Background: an optimization exercise with open tools, aiming at small area. Do not read the settings as production practice. RTL that was checked went through simulation tests only; none was proved equivalent to the original. Power figures rest on the tool's default switching activity, not on a simulated workload.

10-09:
==> flow/design.v <==
module mux_4x1
    #(parameter bits_num = 32)(
    input clk,
    input [bits_num - 1:0] in1,
    input [bits_num - 1:0] in2,
    input [bits_num - 1:0] in3,
    input [bits_num - 1:0] in4,
    input [3:0] ld,
    input hm,
    output reg [bits_num - 1:0] out
    );
    always @(posedge clk)
        out <= ({bits_num{ld[0]}} & in1) | ({bits_num{ld[1]}} & in2) |
               ({bits_num{ld[2]}} & in3) | ({bits_num{ld[3]}} & in4) |
               ({bits_num{hm}} & out);
endmodule
module SPI_Master
    #(parameter mode = 2'b00,bits_num = 32)(
    input clk,
    input reset,
    input tx_start,
    input [1:0] sel,
    output reg tx_end,
    output reg [3:0] ld,
    output reg [3:0] hd,
    output reg hm
    );
    reg run;
    reg [$clog2(bits_num):0] counts;
    wire last = run & (&counts);
    wire [3:0] ld_next = last ? (4'b0001 << sel) : 4'b0000;
    always @(posedge clk) begin
        hd <= ~ld_next;
        if (tx_start)
            counts <= 'b0;
        else
            counts <= counts + 1'b1;
    end
    always @(posedge clk, negedge reset) begin
        if (!reset) begin
            run <= 1'b0;
            tx_end <= 1'b0;
            ld <= 4'b0000;
            hm <= 1'b1;
        end
        else begin
            ld <= ld_next;
            hm <= ~last;
            if (tx_start) begin
                run <= 1'b1;
                tx_end <= 1'b0;
            end
            else if (run) begin
                if (&counts) begin
                    run <= 1'b0;
                    tx_end <= 1'b1;
                end
            end
        end
    end
endmodule
module SPI_Slave
    #(parameter bits_num = 32)(
    input clk,
    input reset,
    input ld,
    input hd,
    input [bits_num - 1:0] data_in,
    output reg [bits_num - 1:0] data_out
    );
    always @(posedge clk, negedge reset) begin
        if (!reset)
            data_out <= 'b0;
        else
            data_out <= ({bits_num{ld}} & data_in) | ({bits_num{hd}} & data_out);
    end
endmodule
module SPI_Top
    #(parameter mode = 2'b00,bits_num = 32)(
    input clk,
    input reset,
    input tx_start,
    input [1:0] sel,
    input [bits_num - 1:0] master_data_in,
    input [bits_num - 1:0] slave1_data_in,
    input [bits_num - 1:0] slave2_data_in,
    input [bits_num - 1:0] slave3_data_in,
    input [bits_num - 1:0] slave4_data_in,
    output tx_end,
    output [bits_num - 1:0] master_data_out,
    output [bits_num - 1:0] slave1_data_out,
    output [bits_num - 1:0] slave2_data_out,
    output [bits_num - 1:0] slave3_data_out,
    output [bits_num - 1:0] slave4_data_out
    );
    wire [3:0] ld, hd;
    wire hm;
    SPI_Master #(.mode(mode),.bits_num(bits_num)) master(
        .clk(clk),
        .reset(reset),
        .tx_start(tx_start),
        .sel(sel),
        .tx_end(tx_end),
        .ld(ld),
        .hd(hd),
        .hm(hm)
    );
    mux_4x1 #(.bits_num(bits_num)) mux(
        .clk(clk),
        .in1(slave1_data_in),
        .in2(slave2_data_in),
        .in3(slave3_data_in),
        .in4(slave4_data_in),
        .ld(ld),
        .hm(hm),
        .out(master_data_out)
    );
    SPI_Slave #(.bits_num(bits_num)) slave1(
        .clk(clk), .reset(reset), .ld(ld[0]), .hd(hd[0]),
        .data_in(master_data_in), .data_out(slave1_data_out));
    SPI_Slave #(.bits_num(bits_num)) slave2(
        .clk(clk), .reset(reset), .ld(ld[1]), .hd(hd[1]),
        .data_in(master_data_in), .data_out(slave2_data_out));
    SPI_Slave #(.bits_num(bits_num)) slave3(
        .clk(clk), .reset(reset), .ld(ld[2]), .hd(hd[2]),
        .data_in(master_data_in), .data_out(slave3_data_out));
    SPI_Slave #(.bits_num(bits_num)) slave4(
        .clk(clk), .reset(reset), .ld(ld[3]), .hd(hd[3]),
        .data_in(master_data_in), .data_out(slave4_data_out));
endmodule
clock: 5.0 ns
lec_check: 0
cap_margin: 20
core_margin: 2
core_utilization: 50
slew_margin: 20
standard.sh (not shown) runs the stock make flow with config.mk's settings and CLKGATE_MAP_FILE= SYNTH_SCRIPT=/design/flow/synth_recipe.tcl, a recipe that flattens the netlist after the stock synthesis.
==> flow/flow/run.sh <==
#!/bin/bash
# The standard layout, with the port buffers made of the smallest buffer cell
# and a clock tree of small buffers without dummy loads. Output goes to standard.log.
set -euo pipefail
export BUFFER_PORTS_ARGS="-buffer_cell sky130_fd_sc_hd__buf_1"
export CTS_ARGS="-sink_clustering_enable -repair_clock_nets -dont_use_dummy_load -buf_list sky130_fd_sc_hd__clkbuf_8"
bash standard.sh > standard.log 2>&1
Input changes introduced in 10-12 (baseline for comparison: 10-09):
==> flow/design.v, changed modules only <==
module SPI_Master
    #(parameter mode = 2'b00,bits_num = 32)(
    input clk,
    input reset,
    input tx_start,
    input [1:0] sel,
    output reg tx_end,
    output reg [3:0] ld,
    output reg [3:0] hd,
    output reg hm
    );
    reg run;
    reg [$clog2(bits_num):0] counts;
    wire last = run & (&counts);
    wire [3:0] ld_next = last ? (4'b0001 << sel) : 4'b0000;
    always @(posedge clk, negedge reset) begin
        if (!reset) begin
            run <= 1'b0;
            tx_end <= 1'b0;
            counts <= 'b0;
            ld <= 4'b0000;
            hd <= 4'b1111;
            hm <= 1'b1;
        end
        else begin
            ld <= ld_next;
            hd <= ~ld_next;
            hm <= ~last;
            if (tx_start) begin
                run <= 1'b1;
                tx_end <= 1'b0;
                counts <= 'b0;
            end
            else if (run) begin
                counts <= counts + 1'b1;
                if (&counts) begin
                    run <= 1'b0;
                    tx_end <= 1'b1;
                end
            end
        end
    end
endmodule
==> comparison <==
- Transition time at the pin with the least slew margin is lower on 10-09
- When 10-12 is measured against 10-09, its growth of design area from synthesis to finish turns out 0.95 points lower.
- As of 10-12, overall die area had risen slightly compared to 10-09.
- The higher switching power summed over all nets of 10-12 and 10-09 is in 10-09.
- Compared with 10-09, 10-12 shows setup slack after layout higher by 0.012 ns.
- ~same arrival time at the worst endpoint in 10-12 and 10-09
- In the metrics for 10-12 and 10-09, the one carrying the lower pin count of the biggest net entering global routing is 10-09.
- Sort 10-12 and 10-09 by proportion of power drawn by the clock network desc -> top: 10-09
- Status: power drawn by the sequential cells parity (10-09, 10-12)
- Compared with 10-09, in 10-12 share of the clock period used by the worst path went down, area of all placed cells without fillers picked up an extra about 0.5%.
Function not checked in 10-09: the RTL went through the layout flow alone.

[afterwards: timing with drivers on the ports]
Ports are ideal in the flow. The routed layouts listed here were re-timed in OpenROAD.
Step 1 sets driving cells, clkbuf_16 on the clock port and buf_2 on the other inputs (assumed; they add their load-dependent delay and slew).
Step 2, shift: input delay + t, output delay - t, t = (earliest + latest rising clock arrival at the registers) / 2. This alone moves slack from input paths to output paths.
Three values: no drivers, after step 1, after step 2; two values: the first two.
run	t (ns)	setup slack, ns	cell pins on the clock port's net
10-09	0.472	2.959 / 2.921 / 2.879	1
10-12	0.470	2.970 / 2.932 / 2.769	1
After both steps setup and hold are still met in every run listed. The setup slack of 10-12, which loses most, moves by -0.038 ns with the drivers and by -0.201 ns with both steps. The worst setup slack also covers recovery checks on asynchronous resets.
